From an optimization exercise on the open Yosys and OpenROAD flow, aimed at small area; shortcuts taken in it are not production practice. In this exercise RTL edits were held to simulation tests only and were not proved equivalent to the original. The flow treats the clock pin as an ideal source. Dropping or thinning the clock tree relies on that and would not hold on a real chip. Power is estimated from default activity; no workload was simulated.

==> try-amber <==
## top_tx
module top_tx #(parameter NB_COUNT = 3)(
			input i_reset,
			input [3:0] i_enable,
			input clock,
			output [3:0] o_leds,
			output [12:0] fir_out
			);
Settings: LEC_CHECK=0, ABC_AREA=1, CAP_MARGIN=20, CORE_MARGIN=2, CORE_UTILIZATION=40, SLEW_MARGIN=20; clock period 10.0 ns.
standard.sh (not shown) runs the stock make flow with config.mk's settings and CLKGATE_MAP_FILE= SYNTH_SCRIPT=/design/flow/synth_recipe.tcl, a recipe that flattens the netlist after the stock synthesis.
==> flow/flow/run.sh <==
#!/bin/bash
# Own layout flow: the standard layout (standard.sh), with these changes:
#  - Yosys's ABC step maps the combinational logic with an area-oriented script
#    (flow/abc_area_map.script: amap instead of delay-oriented map plus buffering/upsizing),
#  - no full/half-adder cell extraction before ABC (ADDER_MAP_FILE empty),
#  - port buffers are the smallest buffer cell (buf_1),
#  - clock tree: no dummy load cells, and after CTS (flow/post_cts.tcl) one clock buffer
#    from the clock port drives all registers.
# Registers, their names and cell types are those of the standard synthesis.
set -euo pipefail
W=$(pwd)
{
  echo "proc abc {args} { set i [lsearch \$args -script]; if {\$i >= 0} { lset args [expr {\$i+1}] $W/flow/abc_area_map.script }; yosys abc {*}\$args }"
  cat synth_recipe.tcl
} > flow_synth.tcl
sed -e "s#SYNTH_SCRIPT=[^ ]*#SYNTH_SCRIPT=$W/flow_synth.tcl ADDER_MAP_FILE=#" standard.sh > flow_standard.sh
grep -q "flow_synth.tcl ADDER_MAP_FILE=" flow_standard.sh
export BUFFER_PORTS_ARGS="-buffer_cell sky130_fd_sc_hd__buf_1"
export CTS_ARGS="$(cat flow/cts_args.txt)"
export POST_CTS_TCL=$W/flow/post_cts.tcl
export CLOCK_ROOT_CELL=sky130_fd_sc_hd__clkbuf_16
bash flow_standard.sh > flow_standard.log 2>&1
==> flow/flow/cts_args.txt <==
-sink_clustering_enable -repair_clock_nets -dont_use_dummy_load
==> flow/flow/post_cts.tcl <==
# After clock tree synthesis: the design is small, so the clock root buffer drives every
# register directly. The tree's other buffers are removed and their loads moved to the
# root buffer's net; the root buffer is the cell named in CLOCK_ROOT_CELL (set in run.sh), placed at the centre of the registers. Clock port -> one buffer -> registers.
set block [ord::get_db_block]
set clk_port_net [$block findNet clock]
set root ""
foreach it [$clk_port_net getITerms] {
  set inst [$it getInst]
  if {[string match "*clkbuf*" [[$inst getMaster] getName]]} { set root $inst }
}
if {$root eq ""} { error "post_cts: no clock root buffer found" }
set rootnet [[$root findITerm X] getNet]
set removed 1
while {$removed} {
  set removed 0
  foreach it [$rootnet getITerms] {
    set inst [$it getInst]
    if {$inst == $root} { continue }
    if {![string match "*clkbuf*" [[$inst getMaster] getName]]} { continue }
    set outnet [[$inst findITerm X] getNet]
    foreach sit [$outnet getITerms] {
      if {[$sit getInst] != $inst} { $sit disconnect; $sit connect $rootnet }
    }
    puts "post_cts: removing [$inst getName]"
    odb::dbInst_destroy $inst
    odb::dbNet_destroy $outnet
    set removed 1
    break
  }
}
replace_cell [$root getName] $::env(CLOCK_ROOT_CELL)
# place the root buffer at the centre of its loads (detailed_placement legalizes it)
set sx 0; set sy 0; set n 0
foreach it [$rootnet getITerms] {
  set inst [$it getInst]
  if {$inst == $root} { continue }
  set loc [$inst getLocation]
  incr sx [lindex $loc 0]; incr sy [lindex $loc 1]; incr n
}
if {$n > 0} {
  $root setPlacementStatus PLACED
  $root setLocation [expr {$sx / $n}] [expr {$sy / $n}]
}
puts "post_cts: root [$root getName] drives [llength [$rootnet getITerms]] pins"
estimate_parasitics -placement
detailed_placement
check_placement -verbose
report_clock_min_period
Other scripts of this flow, unchanged in this note and not shown: flow/flow/abc_area_map.script
==> inputs of try-indigo, as changes to try-amber <==
==> flow/flow/run.sh (replaced) <==
#!/bin/bash
# Own layout flow: the standard layout (standard.sh), with three changes:
#  - Yosys's ABC step maps the combinational logic with an area-oriented script
#    (flow/abc_area_map.script: amap instead of delay-oriented map plus buffering/upsizing),
#  - no full/half-adder cell extraction before ABC (ADDER_MAP_FILE empty),
#  - port buffers are the smallest buffer cell (buf_1).
# Registers, their names and cell types are those of the standard synthesis.
set -euo pipefail
W=$(pwd)
{
  echo "proc abc {args} { set i [lsearch \$args -script]; if {\$i >= 0} { lset args [expr {\$i+1}] $W/flow/abc_area_map.script }; yosys abc {*}\$args }"
  cat synth_recipe.tcl
} > flow_synth.tcl
sed -e "s#SYNTH_SCRIPT=[^ ]*#SYNTH_SCRIPT=$W/flow_synth.tcl ADDER_MAP_FILE=#" standard.sh > flow_standard.sh
grep -q "flow_synth.tcl ADDER_MAP_FILE=" flow_standard.sh
export BUFFER_PORTS_ARGS="-buffer_cell sky130_fd_sc_hd__buf_1"
bash flow_standard.sh > flow_standard.log 2>&1
removed: flow/flow/cts_args.txt
removed: flow/flow/post_cts.tcl
==> notes <==
Against try-indigo, the sequential share of layout area of try-amber is higher by 0.87 points.
Worst hold slack: try-amber is higher than try-indigo (7.0 ps).
Sequential cell count is the same in try-amber and try-indigo.
In try-indigo the wire length is higher than in try-amber, by 0.77%.
Against try-indigo, the clock skew of try-amber is lower by 0.51 ps.
Count of clock-buffer cells in the layout: try-amber is lower than try-indigo (2).
==> figures <==
item                                                     try-indigo   try-amber
Outcome                                    timing/DRC/antenna clean  timing/DRC/antenna clean
GRT met2 Usage                                                0.298       0.323
Final cycle utilization of the critical path                  0.773       0.760
Number of global-route vias before repair                     1,296       1,275
Layout Skew                                                 1.45 ps    0.945 ps
Logic pwr share                                               0.141       0.175
Multi-input gate share of the layout cell area                0.527       0.542
Final critical path time including I/O delays and setup     7730 ps     7600 ps
Via count                                                     1,522       1,530
Worst hold slack across all endpoints                        474 ps      481 ps
DR vias/cell                                                   5.46        5.54
Met3 wirelength from detailed routing                        139 µm      194 µm
Met3 usage in global routing                                 0.0365      0.0156

* * *

==> inputs of xenon <==
==> flow/design.v <==
module PRBS #(parameter NB = 9, parameter SEED = 9'h1AA)(
	output o_data,
	input i_reset, i_valid, clock, i_enable);
reg [NB-1:0] shift_reg;
always @(posedge clock) begin
	if (i_reset)
		shift_reg <= SEED;
	else if (i_enable && i_valid)
		shift_reg <= {shift_reg[NB-2:0], shift_reg[4] ^ shift_reg[0]};
end
assign o_data = shift_reg[NB-1];
endmodule
module fir_filter (
	input clk, i_enable, i_valid, i_prbs, i_rst,
	output [12:0] o_data
);
reg [6:0] so;
reg pend, b, z;
reg [2:0] k;
reg [2:0] k_next;
wire [9:0] f;
fir_F u_f (.s(so), .k(k), .z(z), .f(f));
always @(*) begin
	case (k)
		3'd0: k_next = 3'd1;
		3'd1: k_next = 3'd3;
		3'd3: k_next = 3'd7;
		3'd7: k_next = 3'd5;
		3'd5: k_next = 3'd2;
		3'd2: k_next = 3'd6;
		3'd6: k_next = 3'd4;
		3'd4: k_next = 3'd0;
	endcase
end
always @(posedge clk) begin
	if (i_rst)
		so <= 7'd0;
	else if (i_enable && pend)
		so <= {so[5:0], b};
end
always @(posedge clk) begin
	if (i_rst) begin
		pend <= 1'b0;
		z <= 1'b1;
		k <= 3'd0;
	end else if (i_enable) begin
		pend <= i_valid;
		z <= 1'b0;
		k <= k_next;
	end
end
always @(posedge clk)
	if (i_enable)
		b <= i_prbs;
assign o_data = {{3{f[9]}}, f};
endmodule
module fir_F (input [6:0] s, input [2:0] k, input z, output [9:0] f);
wire n22, n23, n24, n25, n26, n27, n29, n30, n31, n32;
wire n33, n34, n35, n36, n37, n38, n39, n40, n41, n42;
wire n43, n44, n45, n46, n47, n48, n49, n50, n51, n52;
wire n53, n54, n55, n56, n57, n58, n59, n60, n61, n62;
wire n63, n64, n65, n66, n67, n68, n69, n70, n71, n72;
wire n73, n74, n76, n77, n78, n79, n80, n81, n82, n83;
wire n84, n85, n86, n87, n88, n89, n90, n91, n92, n93;
wire n94, n95, n96, n97, n98, n99, n100, n101, n102, n103;
wire n104, n105, n106, n107, n108, n109, n110, n111, n112, n114;
wire n115, n116, n117, n118, n119, n120, n121, n122, n123, n124;
wire n125, n126, n127, n128, n129, n130, n131, n132, n133, n134;
wire n135, n136, n137, n138, n139, n140, n141, n143, n144, n145;
wire n146, n147, n148, n149, n150, n151, n152, n153, n154, n155;
wire n156, n157, n158, n159, n160, n161, n162, n163, n164, n165;
wire n166, n167, n168, n170, n171, n172, n173, n174, n175, n176;
wire n177, n178, n179, n180, n181, n183, n184, n185, n186, n187;
wire n188, n189, n190, n191, n192, n193, n194, n195, n197, n198;
wire n199, n200, n201, n202, n204, n205, n206, n207, n208;
assign n22 = k[0] & k[1];
assign n23 = ~k[0] & ~k[1];
assign n24 = ~n22 & ~n23;
assign n25 = k[2] & n24;
assign n26 = k[1] & ~k[2];
assign n27 = ~n25 & ~n26;
assign f[0] = ~z & ~n27;
assign n29 = ~s[1] & ~s[4];
assign n30 = s[1] & s[4];
assign n31 = ~n29 & ~n30;
assign n32 = ~k[1] & ~k[2];
assign n33 = s[2] & ~s[3];
assign n34 = ~s[2] & s[3];
assign n35 = ~n33 & ~n34;
assign n36 = ~n32 & ~n35;
assign n37 = k[0] & ~k[2];
assign n38 = ~n25 & ~n37;
assign n39 = n36 & n38;
assign n40 = ~k[0] & ~k[2];
assign n41 = ~n39 & ~n40;
assign n42 = n31 & n41;
assign n43 = ~n26 & ~n39;
assign n44 = ~n31 & ~n43;
assign n45 = ~s[2] & n32;
assign n46 = n38 & ~n45;
assign n47 = ~n44 & n46;
assign n48 = ~n42 & n47;
assign n49 = k[0] & k[2];
assign n50 = ~k[1] & n49;
assign n51 = ~n40 & ~n50;
assign n52 = ~s[4] & n23;
assign n53 = n51 & ~n52;
assign n54 = s[1] & ~n53;
assign n55 = s[1] & n49;
assign n56 = s[4] & k[1];
assign n57 = ~n55 & n56;
assign n58 = ~n54 & ~n57;
assign n59 = n25 & n58;
assign n60 = ~n48 & ~n59;
assign n61 = ~s[0] & k[0];
assign n62 = ~s[5] & ~k[0];
assign n63 = k[2] & ~n62;
assign n64 = ~n61 & n63;
assign n65 = ~s[6] & ~n64;
assign n66 = ~n37 & n65;
assign n67 = s[6] & n64;
assign n68 = s[3] & n37;
assign n69 = k[1] & n68;
assign n70 = ~n67 & ~n69;
assign n71 = ~n66 & n70;
assign n72 = ~n60 & ~n71;
assign n73 = n60 & n71;
assign n74 = ~z & ~n73;
assign f[1] = ~n72 & n74;
assign n76 = ~s[1] & ~n43;
assign n77 = ~s[4] & ~n41;
assign n78 = ~k[1] & n37;
assign n79 = ~n29 & ~n78;
assign n80 = n25 & n30;
assign n81 = n79 & ~n80;
assign n82 = ~n77 & n81;
assign n83 = ~n76 & n82;
assign n84 = s[0] & ~n22;
assign n85 = s[5] & ~n23;
assign n86 = ~n84 & ~n85;
assign n87 = n84 & n85;
assign n88 = k[2] & ~n87;
assign n89 = ~n86 & n88;
assign n90 = n83 & n89;
assign n91 = ~n83 & ~n89;
assign n92 = ~n90 & ~n91;
assign n93 = s[2] & ~n32;
assign n94 = ~s[3] & ~n93;
assign n95 = ~n26 & ~n34;
assign n96 = ~k[0] & ~n95;
assign n97 = s[2] & ~k[0];
assign n98 = ~s[3] & ~n97;
assign n99 = ~n96 & ~n98;
assign n100 = ~n38 & n99;
assign n101 = ~n94 & ~n100;
assign n102 = ~n36 & ~n96;
assign n103 = ~n101 & n102;
assign n104 = ~n39 & ~n103;
assign n105 = n92 & ~n104;
assign n106 = ~n92 & n104;
assign n107 = ~n105 & ~n106;
assign n108 = n60 & ~n67;
assign n109 = ~n65 & ~n108;
assign n110 = ~n107 & ~n109;
assign n111 = n107 & n109;
assign n112 = ~n110 & ~n111;
assign f[2] = ~z & ~n112;
assign n114 = s[0] & ~s[5];
assign n115 = ~n51 & n114;
assign n116 = ~s[0] & ~k[0];
assign n117 = n85 & n116;
assign n118 = ~k[2] & ~n24;
assign n119 = ~n86 & n118;
assign n120 = ~n117 & ~n119;
assign n121 = ~n115 & n120;
assign n122 = n101 & n121;
assign n123 = ~n101 & ~n121;
assign n124 = ~n122 & ~n123;
assign n125 = n79 & ~n118;
assign n126 = ~n25 & n125;
assign n127 = n31 & ~n59;
assign n128 = ~n78 & n127;
assign n129 = ~n126 & ~n128;
assign n130 = ~n124 & ~n129;
assign n131 = n124 & n129;
assign n132 = ~n130 & ~n131;
assign n133 = ~n43 & n47;
assign n134 = ~n90 & ~n133;
assign n135 = n132 & n134;
assign n136 = ~n132 & ~n134;
assign n137 = ~n135 & ~n136;
assign n138 = ~n106 & ~n111;
assign n139 = ~n137 & ~n138;
assign n140 = n137 & n138;
assign n141 = ~z & ~n140;
assign f[3] = ~n139 & n141;
assign n143 = ~n122 & ~n131;
assign n144 = n35 & ~n68;
assign n145 = k[1] & k[2];
assign n146 = s[3] & n145;
assign n147 = ~k[0] & n146;
assign n148 = ~n35 & ~n98;
assign n149 = ~n51 & ~n94;
assign n150 = ~n148 & n149;
assign n151 = ~n147 & ~n150;
assign n152 = k[2] & n151;
assign n153 = ~n144 & ~n152;
assign n154 = ~n30 & ~n126;
assign n155 = ~n86 & n154;
assign n156 = n86 & ~n154;
assign n157 = ~n155 & ~n156;
assign n158 = ~n153 & n157;
assign n159 = n153 & ~n157;
assign n160 = ~n78 & ~n159;
assign n161 = ~n158 & n160;
assign n162 = n143 & ~n161;
assign n163 = ~n143 & n161;
assign n164 = ~n162 & ~n163;
assign n165 = ~n136 & ~n140;
assign n166 = n164 & ~n165;
assign n167 = ~n164 & n165;
assign n168 = ~z & ~n167;
assign f[4] = ~n166 & n168;
assign n170 = n58 & ~n151;
assign n171 = ~n58 & n151;
assign n172 = ~n170 & ~n171;
assign n173 = ~n155 & ~n158;
assign n174 = ~n162 & ~n173;
assign n175 = ~n166 & n174;
assign n176 = n172 & ~n175;
assign n177 = ~n172 & n175;
assign n178 = n153 & ~n154;
assign n179 = n166 & n178;
assign n180 = ~z & ~n179;
assign n181 = ~n177 & n180;
assign f[5] = ~n176 & n181;
assign n183 = n171 & ~n179;
assign n184 = ~n176 & ~n183;
assign n185 = n125 & ~n127;
assign n186 = n93 & ~n145;
assign n187 = n34 & n40;
assign n188 = ~n146 & ~n187;
assign n189 = ~n186 & n188;
assign n190 = n185 & n189;
assign n191 = ~n185 & ~n189;
assign n192 = ~n190 & ~n191;
assign n193 = ~n184 & n192;
assign n194 = n184 & ~n192;
assign n195 = ~z & ~n194;
assign f[6] = ~n193 & n195;
assign n197 = k[2] & ~n35;
assign n198 = ~n179 & ~n190;
assign n199 = ~n193 & n198;
assign n200 = ~n197 & ~n199;
assign n201 = n197 & n199;
assign n202 = ~z & ~n201;
assign f[7] = ~n200 & n202;
assign n204 = ~n35 & ~n199;
assign n205 = n26 & ~n204;
assign n206 = n96 & ~n205;
assign n207 = ~z & ~n206;
assign n208 = ~n148 & ~n200;
assign f[8] = n207 & ~n208;
assign f[9] = ~n98 & n207;
endmodule
module top_tx #(parameter NB_COUNT = 3)(
			input i_reset,
			input [3:0] i_enable,
			input clock,
			output [3:0] o_leds,
			output [12:0] fir_out
			);
reg [NB_COUNT-1:0] count;
wire valid;
wire data_prbs;
assign o_leds = i_enable;
always @(posedge clock) begin
	if (i_reset)
		count <= {NB_COUNT{1'b0}};
	else if (i_enable[0])
		count <= count + 1'b1;
end
assign valid = &count;
PRBS u_prbs (.o_data(data_prbs), .i_reset(i_reset), .i_valid(valid), .clock(clock), .i_enable(i_enable[1]));
fir_filter u_fir (.clk(clock), .i_rst(i_reset), .i_valid(valid), .i_enable(i_enable[2]), .i_prbs(data_prbs), .o_data(fir_out));
endmodule
==> flow/run.sh <==
#!/bin/bash
# synth_recipe.tcl (not shown) runs the flow's synth.tcl, then flattens the netlist and writes it again
# the make line also repeats each setting of config.mk as NAME=value (left out here)
make -C /OpenROAD-flow-scripts/flow DESIGN_CONFIG=/design/flow/config.mk WORK_HOME=/design/flow/orfs CLKGATE_MAP_FILE= SYNTH_SCRIPT=/design/flow/synth_recipe.tcl finish
==> flow/config.mk <==
export PLATFORM = sky130hd
export DESIGN_NAME = top_tx
export DESIGN_NICKNAME = top_tx
export VERILOG_FILES = /design/flow/design.v
export SDC_FILE = /design/flow/constraint.sdc
export NUM_CORES = 4
export LEC_CHECK = 0
export ABC_AREA = 1
export CAP_MARGIN = 20
export CORE_MARGIN = 2
export CORE_UTILIZATION = 40
export CTS_BUF_LIST = sky130_fd_sc_hd__clkbuf_4
export CTS_CLUSTER_DIAMETER = 200
export CTS_CLUSTER_SIZE = 40
export SLEW_MARGIN = 20
==> flow/constraint.sdc <==
create_clock -name core_clock -period 10.0 [get_ports {clock}]
set_input_delay 2.0000 -clock core_clock [delete_from_list [all_inputs] [get_ports {clock}]]
set_output_delay 2.0000 -clock core_clock [all_outputs]
set_load 0.01 [all_outputs]
==> inputs of nickel, as changes to xenon <==
==> flow/flow/run.sh (new file) <==
#!/bin/bash
# Standard layout, except that the port buffers are the smallest buffer cell.
export BUFFER_PORTS_ARGS="-buffer_cell sky130_fd_sc_hd__buf_1"
bash standard.sh > standard.log 2>&1
==> flow/standard.sh (new file) <==
#!/bin/bash
# synth_recipe.tcl (not shown) runs the flow's synth.tcl, then flattens the netlist and writes it again
# the make line also repeats each setting of config.mk as NAME=value (left out here)
make -C /OpenROAD-flow-scripts/flow DESIGN_CONFIG=/design/flow/config.mk WORK_HOME=/design/flow/orfs CLKGATE_MAP_FILE= SYNTH_SCRIPT=/design/flow/synth_recipe.tcl "${@:-finish}"
Settings changed: CTS_BUF_LIST sky130_fd_sc_hd__clkbuf_4 to default, CTS_CLUSTER_DIAMETER 200 to default, CTS_CLUSTER_SIZE 40 to default.
removed: flow/run.sh
==> comparison <==
In synthesized cell count, xenon and nickel do not differ. Of xenon and nickel, nickel has the higher fmax (gap 7.1%, measured against nickel). Between nickel and xenon, the lower wire length is in nickel (gap 1.6%, measured against xenon). Of xenon and nickel, nickel has the higher total power (gap about 1.2%, measured against nickel). In xenon the sequential share of layout area is lower than in nickel, by 1.5 points. Clock skew: xenon is lower than nickel (0.87 ps). Against xenon, the hold slack of nickel is worse by 21 ps. Against xenon, the via count of nickel is smaller by 0.37%. Die area is the same in nickel and xenon. In critical path depth, xenon and nickel do not differ.
==> figures <==
metric                                                                                      xenon                     nickel
Iteration count of the initial detailed-routing pass                                            4                          5
Part of the cycle the worst path needs                                                      0.692                      0.643
Worst max-slew margin expressed relative to the limit                                       0.618                      0.605
Slowest CP cell                                                  sky130_fd_sc_hd__clkdlybuf4s50_1   sky130_fd_sc_hd__dfxtp_1
Share of the final layout cell area in multi-input gates                                    0.514                      0.544
Worst slew pin tran                                                                        566 ps                     585 ps
Cell area after layout                                                                0.00198 mm²                0.00187 mm²
Net switching power of the design                                                       0.0809 mW                  0.0835 mW
Routed wire length per instance                                                           11.5 µm                    11.3 µm
Clock network area share                                                                   0.0152                     0.0241
Status                                                                             finished clean             finished clean
FMAX                                                                                      144 MHz                    156 MHz
Clock tree root buffer cell                                             sky130_fd_sc_hd__clkbuf_4  sky130_fd_sc_hd__clkbuf_8
Total met2 wirelength after detailed routing                                              1760 µm                    1720 µm
Areal power density over the cells                                                     121 mW/mm²                 130 mW/mm²
Sum of met3 wire segment lengths after detailed routing                                     96 µm                     116 µm
Insertion delay of the later-clocked pin in the worst-skew pair                            300 ps                     260 ps
Global-route track usage on met1                                                            0.217                      0.220
Final worst slack                                                                         3080 ps                    3570 ps
Crit path DAT                                                                             4920 ps                    4430 ps
Pint                                                                                     0.159 mW                   0.159 mW

## afterwards: timing with drivers on the ports
In the flow no input, the clock included, has a driving cell. The finished layouts below were timed again as built, in two steps.
Step 1 (the two cells are an assumption about what drives the block):
set clk [get_ports {clock}]
set_driving_cell -lib_cell sky130_fd_sc_hd__clkbuf_16 $clk
set_driving_cell -lib_cell sky130_fd_sc_hd__buf_2 [delete_from_list [all_inputs] $clk]
Step 2 moves the port delays by t, midway between the first and last clock arrival at a register: inputs arrive t later, outputs are due t later. That takes back most of the time a late clock gives input paths.
Slacks: ideal / step 1 / step 2; pairs: ideal / step 1.
| run | shift t [ns] | setup WS [ns] | latest minus earliest clock arrival (ns) | worst data-port slew with drivers (ns) |
|---|---|---|---|---|
| try-amber | 0.177 | 2.401 / 2.372 / 2.550 | 0.001 / 0.001 | 0.06 |
| try-indigo | 0.286 | 2.270 / 2.246 / 2.532 | 0.002 / 0.001 | 0.06 |
| xenon | 0.322 | 3.078 / 3.056 / 3.378 | 0.003 / 0.003 | 0.06 |
| nickel | 0.286 | 3.572 / 3.548 / 3.834 | 0.004 / 0.004 | 0.06 |
After both steps every run listed still meets setup and hold.
